Context: an optimization exercise on an open-source flow, tuned for small area. The choices shown serve that exercise and are no tape-out recipe.
In this exercise RTL edits were held to simulation tests only and were not proved equivalent to the original.
No activity file was given, so power comes from the tool's default toggle rates.

==> flow/design.v <==
module FIFO (
    output [WIDTH-1:0] data_out,         
    output valid,                        
    output [$clog2(DEPTH)-1:0] count,    
    output reg overflow,                 
    output reg underflow,                
    output full,                         
    output near_full,                    
    output near_empty,                   
    output empty,                        
    input [WIDTH-1:0] data_in,           
    input clk,                           
    input wr_en,                         
    input rd_en,                         
    input rst                            
);
parameter WIDTH = 8;
parameter DEPTH = 32;
parameter near_e_depth = 2;
parameter near_f_depth = 2;
localparam AW = $clog2(DEPTH);
reg [WIDTH-1:0] mem [0:DEPTH-1];
reg [AW-1:0]    n;
reg             none_read;
assign count      = n;
assign empty      = (n == 0);
assign full       = (n == DEPTH-1);
assign near_empty = (n <= near_e_depth) && !empty;
assign near_full  = (n >= (DEPTH-1 - near_f_depth)) && !full;
assign valid      = rd_en && !empty;
wire wr_ok = wr_en && !full;
wire rd_ok = rd_en && !empty;
wire cnt_up = wr_ok && !rd_ok;
wire cnt_dn = rd_ok && !wr_ok;
reg [AW-1:0] n_tgl;
integer t;
always @(*)
    for (t = 0; t < AW; t = t + 1)
        n_tgl[t] = (cnt_up && &(n | ({AW{1'b1}} << t))) ||
                   (cnt_dn && ~|(n & ~({AW{1'b1}} << t)));
always @(posedge clk or negedge rst) begin
    if (!rst) begin
        n         <= 'b0;
        overflow  <= 1'b0;
        underflow <= 1'b0;
        none_read <= 1'b1;
    end else begin
        n <= n ^ n_tgl;
        if (rd_ok)
            overflow <= 1'b0;
        else if (wr_en && full)
            overflow <= 1'b1;
        if (rd_en && empty)
            underflow <= 1'b1;
        else if (wr_ok)
            underflow <= 1'b0;
        if (rd_ok)
            none_read <= 1'b0;
    end
end
always @(posedge clk)
    if (wr_ok)
        mem[0] <= data_in;
genvar g;
generate
    for (g = 1; g < DEPTH; g = g + 1) begin : shift
        always @(posedge clk)
            if (wr_ok)
                mem[g] <= mem[g-1];
    end
endgenerate
wire [DEPTH-1:0] sel = {{(DEPTH-1){1'b0}}, !none_read} << n;
genvar b, j;
generate
    for (b = 0; b < WIDTH; b = b + 1) begin : rd
        wire [10:0] grp_n;
        for (j = 0; j < 10; j = j + 1) begin : g3
            FIFO_aoi222 u (
                .a1(mem[3*j][b]),   .a2(sel[3*j]),
                .b1(mem[3*j+1][b]), .b2(sel[3*j+1]),
                .c1(mem[3*j+2][b]), .c2(sel[3*j+2]),
                .y(grp_n[j]));
        end
        FIFO_aoi22 u30 (
            .a1(mem[30][b]), .a2(sel[30]),
            .b1(mem[31][b]), .b2(sel[31]),
            .y(grp_n[10]));
        assign data_out[b] = ~&grp_n;
    end
endgenerate
endmodule
module FIFO_aoi222 (input a1, a2, b1, b2, c1, c2, output y);
    assign y = ~((a1 & a2) | (b1 & b2) | (c1 & c2));
endmodule
module FIFO_aoi22 (input a1, a2, b1, b2, output y);
    assign y = ~((a1 & a2) | (b1 & b2));
endmodule
==> flow/flow/run.sh <==
#!/bin/bash
# The standard layout (standard.sh), with changes that only shrink cells:
#  - ports are buffered with buf_1 instead of clkdlybuf4s50_1,
#  - the clock tree is built from clkbuf_8 in clusters of at most 19 sinks
#    within 60 um, without dummy loads,
#  - after placement, gates that synthesis or the floorplan's wire-load
#    timing repair upsized are sized back down where timing allows
#    (downsize.tcl); repair_design / repair_timing then run as usual.
# make's output goes to standard_*.log here and each tool's full log to
# orfs/logs; downsize.tcl's output goes to downsize.log.
set -euo pipefail
export BUFFER_PORTS_ARGS="-buffer_cell sky130_fd_sc_hd__buf_1"
export CTS_ARGS="-sink_clustering_enable -repair_clock_nets -dont_use_dummy_load -buf_list {sky130_fd_sc_hd__clkbuf_8} -sink_clustering_size 22 -sink_clustering_max_diameter 70"
bash standard.sh place > standard_place.log 2>&1
openroad -no_init -exit flow/downsize.tcl > downsize.log 2>&1 || true
bash standard.sh > standard_finish.log 2>&1
==> flow/flow/downsize.tcl <==
# Runs between the standard placement and clock-tree synthesis.
# Synthesis and the floorplan's timing repair (which works from wire-load
# models) leave some gates and buffers larger than the placed design needs.
# Size each combinational gate and buffer down to the smallest drive of the
# same function that keeps setup slack and slews comfortable, then let
# repair_design / repair_timing fix anything that is left.
set P $::env(FLOW_HOME)/platforms/sky130hd
set R orfs/results/sky130hd/FIFO/base
read_lef $P/lef/sky130_fd_sc_hd.tlef
read_lef $P/lef/sky130_fd_sc_hd_merged.lef
read_liberty $P/lib/sky130_fd_sc_hd__tt_025C_1v80.lib
read_db $R/3_place.odb
read_sdc $R/3_place.sdc
source $P/setRC.tcl
set_dont_use [concat [get_lib_cells sky130_fd_sc_hd__probe*] [get_lib_cells sky130_fd_sc_hd__lpflow_*]]
estimate_parasitics -placement
puts "area before [expr {[rsz::design_area] * 1e12}]"
report_worst_slack -max

set slew_cap 0.75e-9
set slack_floor 0.4e-9

proc ok_now {inst} {
  global slew_cap slack_floor
  estimate_parasitics -placement
  if {[sta::max_slew_violation_count] > 0} { return 0 }
  if {[sta::max_capacitance_violation_count] > 0} { return 0 }
  if {[sta::worst_slack_cmd max] < $slack_floor} { return 0 }
  foreach p [get_pins -of_objects $inst -filter "direction==output"] {
    if {[get_property $p slew_max] > $slew_cap * 1e9} { return 0 }
  }
  return 1
}
puts "slack [sta::worst_slack_cmd max] slew viol [sta::max_slew_violation_count]"

proc lib_area {lc} { return [get_property $lc area] }

set cands {}
foreach inst [get_cells *] {
  set m [get_property $inst ref_name]
  if {![regexp {^(sky130_fd_sc_hd__[a-z0-9]+)_([0-9]+)$} $m -> base sz]} { continue }
  if {[regexp {df|dl|clk|tap|fill|decap|conb|probe|lpflow} $base]} { continue }
  lappend cands [list [lib_area [get_lib_cells $m]] $inst $base $m]
}
set saved 0.0
foreach c [lsort -real -decreasing -index 0 $cands] {
  lassign $c a inst base m
  set smaller {}
  foreach lc [get_lib_cells ${base}_*] {
    if {![regexp "^${base}_\[0-9\]+\$" [get_name $lc]]} { continue }
    set la [lib_area $lc]
    if {$la < $a} { lappend smaller [list $la $lc] }
  }
  foreach s [lsort -real -increasing -index 0 $smaller] {
    lassign $s la lc
    replace_cell $inst $lc
    if {[ok_now $inst]} {
      set saved [expr {$saved + $a - $la}]
      puts "downsized [get_full_name $inst] $m -> [get_name $lc]"
      break
    }
    replace_cell $inst [get_lib_cells $m]
  }
}
estimate_parasitics -placement
puts "saved $saved"
repair_design -slew_margin 20 -cap_margin 20 -verbose
repair_timing -setup -verbose
puts "area after [expr {[rsz::design_area] * 1e12}]"
report_worst_slack -max
detailed_placement
check_placement
write_db $R/3_place.odb
==> flow/standard.sh <==
#!/bin/bash
# synth_recipe.tcl (not shown) runs the flow's synth.tcl, then flattens the netlist and writes it again
# the make line also repeats each setting of config.mk as NAME=value (left out here)
make -C /OpenROAD-flow-scripts/flow DESIGN_CONFIG=/design/flow/config.mk WORK_HOME=/design/flow/orfs CLKGATE_MAP_FILE= SYNTH_SCRIPT=/design/flow/synth_recipe.tcl "${@:-finish}"
==> flow/config.mk <==
export PLATFORM = sky130hd
export DESIGN_NAME = FIFO
export DESIGN_NICKNAME = FIFO
export VERILOG_FILES = /design/flow/design.v
export SDC_FILE = /design/flow/constraint.sdc
export NUM_CORES = 4
export LEC_CHECK = 0
export CAP_MARGIN = 20
export CORE_MARGIN = 2
export CORE_UTILIZATION = 80
export PLACE_DENSITY = 0.9
export SLEW_MARGIN = 20
export SYNTH_HIERARCHICAL = 1
export SYNTH_MINIMUM_KEEP_SIZE = 0
==> flow/constraint.sdc <==
create_clock -name core_clock -period 5.0 [get_ports {clk}]
set_input_delay 1.0000 -clock core_clock [delete_from_list [all_inputs] [get_ports {clk}]]
set_output_delay 1.0000 -clock core_clock [all_outputs]
set_load 0.01 [all_outputs]
==> flow_metrics.py, run 1 <==
metrics = {
    "cells_and_area": {
        "finalNonFillerCells": 654,
        "postLayoutCellArea_sq_um": 9880,
        "syn2layout_area_growth_pct": 4.50,
        "num_antenna_cells": 0,
        "final_layout_size_suffix_gt1_share_pct": 4.89,
        "nNetsFinal": 527,
    },
    "power_and_ir_drop": {
        "peakVddDrop_v": 0.000452,
        "power_leakage_nw": 3.18,
        "p_total_mw": 4.82,
        "seqPwrFrac_pct": 61.8,
        "clkPwrFrac_pct": 17.1,
        "switchingPower_mw": 1.45,
        "sw_frac_of_total_pct": 30.1,
        "p_per_area_nw_per_um2": 488,
        "p_int_mw": 3.37,
        "pwr-share-comb_pct": 21.1,
    },
    "clocking": {
        "clockBufferDepth": 3,
        "cts_buffers": 15,
        "cts_root_buf": "clkbuf_8",
        "worstSkewPairLatency_ps": 500,
        "post_cts_resized": 0,
        "cts.clk_slew.worst_paths_ps": 120,
        "cts_tree": "done",
        "cts_sinks": 264,
        "post-cts-setup-buffers": 0,
        "h-tree-depth": 1,
        "hold_buffers": 0,
    },
    "die": {
        "start_util_pct": 82.4,
        "fp.dieW_um": 113,
        "dieArea_sq_um": 12700,
        "io_pins": 32,
        "dieHeight_um": 113,
        "rows": 39,
        "core_sq_um": 11500,
    },
    "global_routing": {
        "overflow": 0,
        "track_usage_pct": 29.3,
        "grt_pass1_wl_um": 28300,
        "grt_start_max_net_pins": 166,
        "antenna_found_initial": 0,
        "grt_pass1_vias": 4965,
    },
    "run_status": {
        "outcome": "timing/DRC/antenna clean",
    },
    "drt": {
        "antenna_left": 0,
        "vias": 5204,
        "drc": 0,
        "first_iter_violations": 1302,
        "firstDrtPassIters": 9,
        "routedWlPerCell_um": 28.2,
        "routed_wl_um": 18500,
        "via_per_inst": 7.96,
    },
    "synthesis": {
        "ys_top_cells_by_area": "edfxtp_1 81%, a222oi_1 8.5%, dfrtp_1 1.9%",
        "yosysUniqueCellTypes": 32,
        "synth-seq-cells": 264,
        "yosys_warnings": 9,
        "ys_seq_area_share_pct": 83.4,
        "syn_inst": 469,
        "syn_area_sq_um": 9450,
        "yosysTopAreaCellShare_pct": 81.3,
        "synth_fp_nets": 483,
        "syn_area_per_cell_sq_um": 20.2,
        "synth_top_cell_by_area": "edfxtp_1",
    },
    "critical_path": {
        "slowest_stage": "dfrtp_1",
        "reg2reg_slack_ps": 1460,
        "path_cells": "nand2_1, or2_2, nor2_1, a222oi_1, nand4_1, nor2_1, nand4_1, buf_1",
        "critPathMaxStageDelay_ps": 630,
        "r2r_start": "n[2]",
        "worst_setup_path_end_kind": "output port",
        "reg2reg_to": "n[4]",
        "critPathKind": "flop to output port",
        "critPathLaunch": "n[0]",
        "reg2regPathDepth": 7,
        "startpoint_type": "flop",
        "crit_required_ps": 4000,
        "crit_arrival_ps": 3110,
        "cp-endpoint": "data_out[0]",
        "crit_fanout": 13,
    },
    "sta": {
        "drv_slew": 0,
        "rsz0062_at_grt": "no",
        "tns_ps": 0,
        "hold_viol": 0,
        "fin_crit_ps": 4110,
        "worst_pin_slew_ps": 822,
        "relSlewSlack_pct": 45.2,
        "max_freq_mhz": 243,
        "skew_ps": 13.4,
        "fin_crit_sh_pct": 82.2,
        "finalSetupViolations": 0,
    },
    "run": {
        "cap_violations": 0,
    },
    "hold_path": {
        "holdCritPathClass": "input pin to async pin",
    },
    "place": {
        "placed_cell_area_sq_um": 9770,
        "port_buffers": 31,
        "gp_congestion": 0.906,
        "place_hpwl_um": 12900,
        "dpl.cell_count": 639,
    },
}
[area by class of cell]
class | count | area [sq um]
fillers | 468 | 1590
inverters | 3 | 15.0
clock buffers | 15 | 206
multi-input cells | 194 | 1440
well taps | 143 | 179
flip-flops and latches | 264 | 7890
repair buffers | 35 | 150
[flip-flops by register name, summed over array words and instances (netlist names)]
signal and cells:
mem 256, n 5, none_read 1, overflow 1, underflow 1
[synthesized netlist by cell type]
master / number
or3_4: 1
a22o_1: 1
and2_1: 1
nor3_2: 1
or2_2: 3
o31ai_4: 1
nor2_1: 45
clkbuf_1: 2
ha_1: 2
mux2i_1: 2
buf_2: 4
nand3b_1: 2
nand4_1: 24
or3b_1: 1
buf_6: 2
a222oi_1: 80
or3b_2: 2
dfrtp_1: 7
nor4_1: 1
nand3_1: 2
xnor2_1: 3
xor2_1: 3
or3_1: 1
nand2_1: 6
dfstp_2: 1
o21ai_0: 1
o22ai_1: 1
o21a_1: 1
nor3_1: 1
edfxtp_1: 256
inv_1: 3
a22oi_2: 8
[worst min-delay path by stage]
stage	from	endpoint	slack [ps]
6_report	rst	n[3]	400
3_3_place_gp	mem[15][3]	mem[16][3]	430
5_1_grt	rst	n[3]	430
4_1_cts	rst	n[4]	400
2_1_floorplan	mem[9][0]	mem[10][0]	430
3_5_place_dp	mem[6][3]	mem[7][3]	430
[per-layer routing]
metal	vias up	GRT usage (%)	share of wire, %
met5	-	0	0
met4	0	7.72	1.9
met3	43	5.89	12
met2	428	48.2	50
met1	2579	42.1	35
li1	2154	-	-
[power groups by stage]
stage	combinational, mW	clock, mW	sequential (mW)
CTS	0.999	0.838	2.97
floorplan	0.718	0	2.94
finish	1.02	0.826	2.98
global placement	0.947	0	2.99
global route	1.08	0.899	3.00
detailed placement	1.02	0	3.03
[layout by cell type, fill, tap and decap left out, drive strengths merged, types with 2 or more instances in the layout]
cell	n
nand3	2
or3	2
ha	2
nor3	2
edfxtp	256
a222oi	80
or2	3
nand3b	2
nor2	45
dfrtp	7
xor2	3
clkbuf	15
buf	35
mux2i	2
xnor2	3
inv	2
nand4	24
or3b	3
a22oi	8
nand2	6
[kinds of logic (layout without fill, tap and decap cells)]
family | after synthesis | in the layout | share of synthesized area [%]
xor+xnor | 6 | 6 | 0.556
flops | 264 | 264 | 83.4
buf+inv | 11 | 53 | 0.649
simple gates | 91 | 91 | 4.83
mux | 2 | 2 | 0.212
fa+ha+maj | 2 | 2 | 0.265
compound gates | 93 | 93 | 10.0
[worst max-delay path, delay by kind of cell (launching register included)]
| kind | cells | cell delay (ps) |
|---|---|---|
| flops | 1 | 630 |
| compound gates | 1 | 300 |
| buf+inv | 1 | 160 |
| simple gates | 6 | 1530 |
[through the flow]
step | hold slack (ps) | utilization, % | setup slack (ps)
floorplan | 426 | - | -803
global placement | 429 | 85.2 | 1560
detailed placement | 432 | 85.2 | 1330
CTS | 398 | 86.2 | 935
global route | 426 | 86.2 | 728
finish | 403 | 86.2 | 888
[modules after synthesis (local to each module, per instance)]
module,copies in the design,flip-flops and latches
FIFO_aoi222,80,0
FIFO,1,264
FIFO_aoi22,8,0
==> run 2, diff against run 1 <==
--- a/flow/flow/run.sh
+++ b/flow/flow/run.sh
@@ -11,5 +11,5 @@
 set -euo pipefail
 export BUFFER_PORTS_ARGS="-buffer_cell sky130_fd_sc_hd__buf_1"
-export CTS_ARGS="-sink_clustering_enable -repair_clock_nets -dont_use_dummy_load -buf_list {sky130_fd_sc_hd__clkbuf_8} -sink_clustering_size 22 -sink_clustering_max_diameter 70"
+export CTS_ARGS="-sink_clustering_enable -repair_clock_nets -dont_use_dummy_load -buf_list {sky130_fd_sc_hd__clkbuf_16} -sink_clustering_size 40 -sink_clustering_max_diameter 60"
 bash standard.sh place > standard_place.log 2>&1
 openroad -no_init -exit flow/downsize.tcl > downsize.log 2>&1 || true
==> flow_metrics.py, run 2 <==
metrics = {
    "synthesis": {
        "ys_seq_area_share_pct": 83.4,
        "synth_fp_nets": 483,
        "syn_area_sq_um": 9450,
        "yosysUniqueCellTypes": 32,
        "yosys_warnings": 9,
        "ys_top_cells_by_area": "edfxtp_1 81%, a222oi_1 8.5%, dfrtp_1 1.9%",
        "synth_ff_type": "edfxtp_1",
        "yosysTopAreaCellShare_pct": 81.3,
        "synth-edff-count": 256,
        "synth_top_cell_by_area": "edfxtp_1",
        "synth-seq-cells": 264,
        "yosysMostFrequentCell": "edfxtp_1",
        "async_flop_share_pct": 3.03,
        "syn_area_per_cell_sq_um": 20.2,
        "yosys-top-cells-count": "256 x edfxtp_1, 80 x a222oi_1, 45 x nor2_1",
        "syn_inst": 469,
    },
    "critical_path": {
        "slowest_stage": "dfrtp_1",
        "reg2regPathDepth": 4,
        "critPathMaxStageDelay_ps": 600,
        "crit_arrival_ps": 3090,
        "reg2reg_to": "mem[29][7]",
        "crit_fanout": 13,
        "critPathKind": "flop to output port",
        "r2r_start": "n[2]",
        "startpoint_type": "flop",
        "worst_setup_path_end_kind": "output port",
        "path_cells": "nor2_1, nand2_1, nor2_1, a222oi_1, nand4_1, nor2_1, nand4_1, buf_1",
        "crit_top_cell": "nor2_1",
        "crit_required_ps": 4000,
        "cp-endpoint": "data_out[2]",
        "critPathLaunch": "n[0]",
        "reg2reg_slack_ps": 1460,
    },
    "clocking": {
        "cts_buffers": 12,
        "hold_buffers": 0,
        "clockBufferDepth": 3,
        "post_cts_resized": 0,
        "post-cts-setup-buffers": 0,
        "cts_tree": "done",
        "worstSkewPairLatency_ps": 470,
        "h-tree-depth": 1,
        "cts.clk_slew.worst_paths_ps": 120,
        "cts_root_buf": "clkbuf_16",
        "cts_sinks": 264,
    },
    "drt": {
        "via_per_inst": 8.07,
        "vias": 5251,
        "firstDrtPassIters": 7,
        "drc": 0,
        "routed_wl_um": 19000,
        "antenna_left": 0,
        "routedWlPerCell_um": 29.2,
        "first_iter_violations": 1211,
    },
    "power_and_ir_drop": {
        "power_leakage_nw": 3.22,
        "p_per_area_nw_per_um2": 502,
        "peakVddDrop_v": 0.000455,
    },
    "sta": {
        "skew_ps": 30.3,
        "relSlewSlack_pct": 43.2,
        "rsz0062_at_grt": "no",
        "fin_crit_sh_pct": 81.7,
        "worst_pin_slew_ps": 853,
        "drv_slew": 0,
        "max_freq_mhz": 245,
        "hold_viol": 0,
        "fin_crit_ps": 4090,
        "finalSetupViolations": 0,
    },
    "run": {
        "cap_violations": 0,
    },
    "die": {
        "core_sq_um": 11500,
        "start_util_pct": 82.4,
        "rows": 39,
        "dieHeight_um": 113,
        "dieArea_sq_um": 12700,
        "io_pins": 32,
        "fp.dieW_um": 113,
    },
    "cells_and_area": {
        "layout.cells.most_common": "edfxtp_1",
        "seqCellArea_sq_um": 7890,
        "largest_reg_flops": 256,
        "num_antenna_cells": 0,
        "final_layout_size_suffix_gt1_share_pct": 4.33,
        "nFillCells": 445,
        "largest_register": "mem",
        "multi_input_comb_area_sq_um": 1440,
        "syn2layout_area_growth_pct": 5.49,
        "nNetsFinal": 524,
        "postLayoutCellArea_sq_um": 9970,
        "layout_common_cells": "256 x edfxtp_1, 80 x a222oi_1, 45 x nor2_1, 32 x buf_1, 24 x nand4_1",
        "fin_util_pct": 87.0,
        "largest_registers": "mem x256, n x5",
    },
    "run_status": {
        "outcome": "timing/DRC/antenna clean",
    },
    "place": {
        "gp_congestion": 0.906,
        "placed_cell_area_sq_um": 9770,
        "place_hpwl_um": 12900,
        "port_buffers": 31,
    },
    "hold_path": {
        "holdCritPathClass": "flop to flop",
    },
    "global_routing": {
        "overflow": 0,
        "grt_pass1_vias": 5061,
        "track_usage_pct": 30.2,
        "grt_pass1_wl_um": 29000,
        "grt_start_max_net_pins": 166,
        "antenna_found_initial": 0,
    },
}
[run 2: cell counts after synthesis]
No cell type changed its count.
[run 2: how the worst min path moves through the flow]
stage | startpoint | endpoint | slack (ps) | depth (start not counted)
finish | mem[14][1] | mem[15][1] | 430 | 0
global placement | mem[15][3] | mem[16][3] | 430 | 0
floorplan | mem[9][0] | mem[10][0] | 430 | 0
global route | mem[14][1] | mem[15][1] | 430 | 0
detailed placement | mem[6][3] | mem[7][3] | 430 | 0
CTS | mem[14][1] | mem[15][1] | 430 | 0
[run 2: cell families (layout without fill, tap and decap cells)]
kind of cell             after synthesis  count (layout)  synth area share (%)
AO/OA/AOI/OAI                         93              93                  10.0
XOR/XNOR                               6               6                 0.556
AND/OR/NAND/NOR                       91              91                  4.83
multiplexers                           2               2                 0.212
buffers and inverters                 11              50                 0.649
flip-flops                           264             264                  83.4
adder cells (fa/ha/maj)                2               2                 0.265
[run 2: power breakdown]
part / leakage, nW / internal, mW / total [mW] / switching [mW]
clock network: 0.148 / 0.434 / 0.996 / 0.561
logic: 0.474 / 0.325 / 1.03 / 0.704
registers: 2.60 / 2.77 / 2.98 / 0.208
total: 3.22 / 3.53 / 5.00 / 1.47
[run 2: final cells by class]
type,count,area share (%)
flip-flops and latches,264,79.1
multi-input cells,194,14.4
clock buffers,12,3.01
well taps,143,1.79
repair buffers,35,1.51
inverters,3,0.151
[run 2: Yosys stat by module, one instance, submodules excluded]
| module | cells inside | times used | area [sq um] | flops+latches |
|---|---|---|---|---|
| FIFO | 381 | 1 | 8550 | 264 |
| FIFO_aoi22 | 1 | 8 | 12.5 | 0 |
| FIFO_aoi222 | 1 | 80 | 10.0 | 0 |
[run 2: per-layer routing]
| metal | wire length [um] | global-route usage [%] |
|---|---|---|
| met5 | 0 | 0 |
| met4 | 481 | 7.64 |
| met3 | 2160 | 6.53 |
| met2 | 9640 | 50.8 |
| met1 | 6740 | 42.0 |
[run 2: stage by stage]
step                worst slack, ps  std cells  TNS [ps]  total power, mW  hold slack (ps)
floorplan                      -803        469    -82730             3.66              426
global placement               1560        639         0             3.93              429
detailed placement             1330        639         0             4.04              432
CTS                             976        651         0             4.99              434
global route                    772        651         0             5.16              434
finish                          914        651         0             5.00              431
[run 2: critical path: cells and delay by family (launching register included)]
kind | cells | cell delay, ps
AND/OR/NAND/NOR | 6 | 1300
flip-flops | 1 | 600
AO/OA/AOI/OAI | 1 | 570
buffers and inverters | 1 | 160
==> run 3, diff against run 2 <==
--- a/flow/flow/run.sh
+++ b/flow/flow/run.sh
@@ -11,5 +11,5 @@
 set -euo pipefail
 export BUFFER_PORTS_ARGS="-buffer_cell sky130_fd_sc_hd__buf_1"
-export CTS_ARGS="-sink_clustering_enable -repair_clock_nets -dont_use_dummy_load -buf_list {sky130_fd_sc_hd__clkbuf_16} -sink_clustering_size 40 -sink_clustering_max_diameter 60"
+export CTS_ARGS="-sink_clustering_enable -repair_clock_nets -dont_use_dummy_load -buf_list {sky130_fd_sc_hd__clkbuf_8 sky130_fd_sc_hd__clkbuf_16} -sink_clustering_buffer sky130_fd_sc_hd__clkbuf_16 -sink_clustering_size 40 -sink_clustering_max_diameter 60"
 bash standard.sh place > standard_place.log 2>&1
 openroad -no_init -exit flow/downsize.tcl > downsize.log 2>&1 || true
==> flow_metrics.py, run 3 <==
metrics = {
    "clocking": {
        "cts_buffers": 12,
        "h-tree-depth": 1,
        "post_cts_resized": 0,
        "post-cts-setup-buffers": 0,
        "clockBufferDepth": 3,
        "hold_buffers": 0,
        "worstSkewPairLatency_ps": 470,
        "cts_sinks": 264,
        "cts_root_buf": "clkbuf_16",
        "cts.clk_slew.worst_paths_ps": 120,
        "cts_tree": "done",
    },
    "cells_and_area": {
        "finalNonFillerCells": 651,
        "num_antenna_cells": 0,
        "layout.cells.most_common": "edfxtp_1",
        "final_layout_size_suffix_gt1_share_pct": 4.33,
        "seqCellArea_sq_um": 7890,
        "largest_registers": "mem x256, n x5",
        "largest_register": "mem",
        "layout_common_cells": "256 x edfxtp_1, 80 x a222oi_1, 45 x nor2_1, 32 x buf_1, 24 x nand4_1",
        "largest_reg_flops": 256,
        "nNetsFinal": 524,
        "multi_input_comb_area_sq_um": 1440,
        "syn2layout_area_growth_pct": 5.49,
        "nFillCells": 445,
    },
    "synthesis": {
        "yosysTopAreaCellShare_pct": 81.3,
        "synth_ff_type": "edfxtp_1",
        "yosys.area_share.simple_pct": 4.83,
        "yosys-top-cells-count": "256 x edfxtp_1, 80 x a222oi_1, 45 x nor2_1",
        "synth_top_cell_by_area": "edfxtp_1",
        "synth_compound_area_share_pct": 10.0,
        "syn_area_sq_um": 9450,
        "synth_fp_nets": 483,
        "yosys_warnings": 9,
        "yosysMostFrequentCell": "edfxtp_1",
        "syn_area_per_cell_sq_um": 20.2,
        "async_flop_share_pct": 3.03,
        "synth_xor_area_share_pct": 0.556,
        "synth_top_family_by_area": "compound AO/OA/AOI/OAI gates",
        "ys_top_cells_by_area": "edfxtp_1 81%, a222oi_1 8.5%, dfrtp_1 1.9%",
        "synthAdderAreaFrac_pct": 0.265,
        "synth-edff-count": 256,
        "ys_seq_area_share_pct": 83.4,
        "synth-seq-cells": 264,
        "syn_inst": 469,
        "muxShareOfSynthArea_pct": 0.212,
        "yosysUniqueCellTypes": 32,
    },
    "critical_path": {
        "crit_arrival_ps": 3090,
        "reg2regPathDepth": 4,
        "critPathLaunch": "n[0]",
        "startpoint_type": "flop",
        "critPathKind": "flop to output port",
        "crit_required_ps": 4000,
        "r2r_start": "n[2]",
        "worst_setup_path_end_kind": "output port",
        "crit_fanout": 13,
    },
    "sta": {
        "fin_crit_sh_pct": 81.7,
        "tns_ps": 0,
        "finalSetupViolations": 0,
        "max_freq_mhz": 245,
        "skew_ps": 30.3,
        "hold_viol": 0,
        "worst_pin_slew_ps": 853,
        "fin_crit_ps": 4090,
        "setup_ws_ps": 914,
        "relSlewSlack_pct": 43.2,
        "rsz0062_at_grt": "no",
        "drv_slew": 0,
    },
    "hold_path": {
        "hold_path_depth": 0,
        "hp-start": "mem[14][1]",
        "holdCritPathClass": "flop to flop",
    },
    "place": {
        "gp_congestion": 0.906,
        "dpl.cell_count": 639,
        "place_hpwl_um": 12900,
        "place_ws_ps": 1330,
        "port_buffers": 31,
    },
    "drt": {
        "wl_met2_um": 9640,
        "first_iter_violations": 1211,
        "drc": 0,
        "via_per_inst": 8.07,
        "routed_wl_um": 19000,
        "vias": 5251,
        "routedWlPerCell_um": 29.2,
        "met1Wirelength_um": 6740,
        "wl_met3_um": 2160,
        "antenna_left": 0,
        "highest_layer": "met4",
        "firstDrtPassIters": 7,
    },
    "run": {
        "cap_violations": 0,
    },
    "power_and_ir_drop": {
        "p_total_mw": 5.00,
        "peakVddDrop_v": 0.000455,
        "power_leakage_nw": 3.22,
        "clkPwrFrac_pct": 19.9,
        "pwr-share-comb_pct": 20.6,
        "p_int_mw": 3.53,
        "seqPwrFrac_pct": 59.5,
        "p_per_area_nw_per_um2": 502,
        "switchingPower_mw": 1.47,
        "sw_frac_of_total_pct": 29.5,
    },
    "die": {
        "dieArea_sq_um": 12700,
        "fp.dieW_um": 113,
        "dieHeight_um": 113,
        "io_pins": 32,
        "start_util_pct": 82.4,
        "core_sq_um": 11500,
        "rows": 39,
    },
    "global_routing": {
        "grt_pass1_vias": 5061,
        "track_usage_pct": 30.2,
        "antenna_found_initial": 0,
        "grt_start_max_net_pins": 166,
        "grt_pass1_wl_um": 29000,
        "overflow": 0,
    },
    "run_status": {
        "outcome": "timing/DRC/antenna clean",
    },
}
==> run 3: cell counts in the layout (fill, tap and decap cells not counted) <==
Identical to the previous run, type by type.
==> run 3: critical path, stage by stage (launching register included) <==
cell	delay, ps
dfrtp_1	600
nor2_1	80
nand2_1	340
nor2_1	290
a222oi_1	570
nand4_1	200
nor2_1	250
nand4_1	140
buf_1	160
==> run 3: final timing paths <==
check,end,slack [ps]
worst max register to register,mem[29][7],1460
worst min-delay path,mem[15][1],430
worst max-delay path,data_out[2],910
worst min register to register,mem[15][1],430
max in group asynchronous,none_read,4200
min in group asynchronous,n[3],440
==> run 3: logic make-up after synthesis <==
kind of cell | after synthesis
multiplexers | 2
XOR/XNOR | 6
AO/OA/AOI/OAI | 93
buffers and inverters | 11
adder cells (fa/ha/maj) | 2
AND/OR/NAND/NOR | 91
flip-flops | 264
==> run 3: power by group through the flow <==
stage | sequential (mW) | combinational (mW) | clock, mW
after floorplan | 2.94 | 0.718 | 0
after global placement | 2.99 | 0.947 | 0
after detailed placement | 3.03 | 1.02 | 0
after CTS | 2.97 | 1.01 | 1.01
after global routing | 3.01 | 1.09 | 1.07
final | 2.98 | 1.03 | 0.996
==> run 3: layer usage <==
metal	vias up	GRT usage [%]
met4	0	7.64
met5	-	0
li1	2157	-
met2	434	50.8
met3	56	6.53
met1	2604	42.0
==> run 3: stage by stage <==
| step | utilization (%) | instance area (sq um) | hold slack (ps) |
|---|---|---|---|
| after floorplan | - | 9480 | 426 |
| after global placement | 85.2 | 9770 | 429 |
| after detailed placement | 85.2 | 9770 | 432 |
| after CTS | 87.0 | 9970 | 434 |
| after global routing | 87.0 | 9970 | 434 |
| final | 87.0 | 9970 | 431 |
==> run 3: cell type report <==
class                   count  share of cell area (%)
clock buffers              12                    3.01
inverters                   3                   0.151
flip-flops and latches    264                    79.1
repair buffers             35                    1.51
well taps                 143                    1.79
multi-input cells         194                    14.4
==> run 3: Yosys stat by module, one instance, submodules excluded <==
module       flip-flops and latches  copies in the design
FIFO                            264                     1
FIFO_aoi22                        0                     8
FIFO_aoi222                       0                    80

## port drivers added, routing unchanged
Ports are ideal in the flow. The routed layouts listed here were re-timed in OpenROAD.
Step 1: set_driving_cell puts a clkbuf_16 on clk and a buf_2 on each other input, an assumption about the parent block.
Step 2, shift: input delay + t, output delay - t, t = (earliest + latest rising clock arrival at the registers) / 2. This alone moves slack from input paths to output paths.
Three values: ideal, step 1, step 2; two values: the first two.
run	shift t [ns]	slack for setup (ns)	worst setup path after step 2	cell pins on the clock port's net
run 1	0.521	0.888 / 0.856 / 1.377	register to output	1
run 2	0.496	0.914 / 0.875 / 1.371	register to output	1
run 3	0.496	0.914 / 0.875 / 1.371	register to output	1
After both steps setup and hold are still met in every run listed.
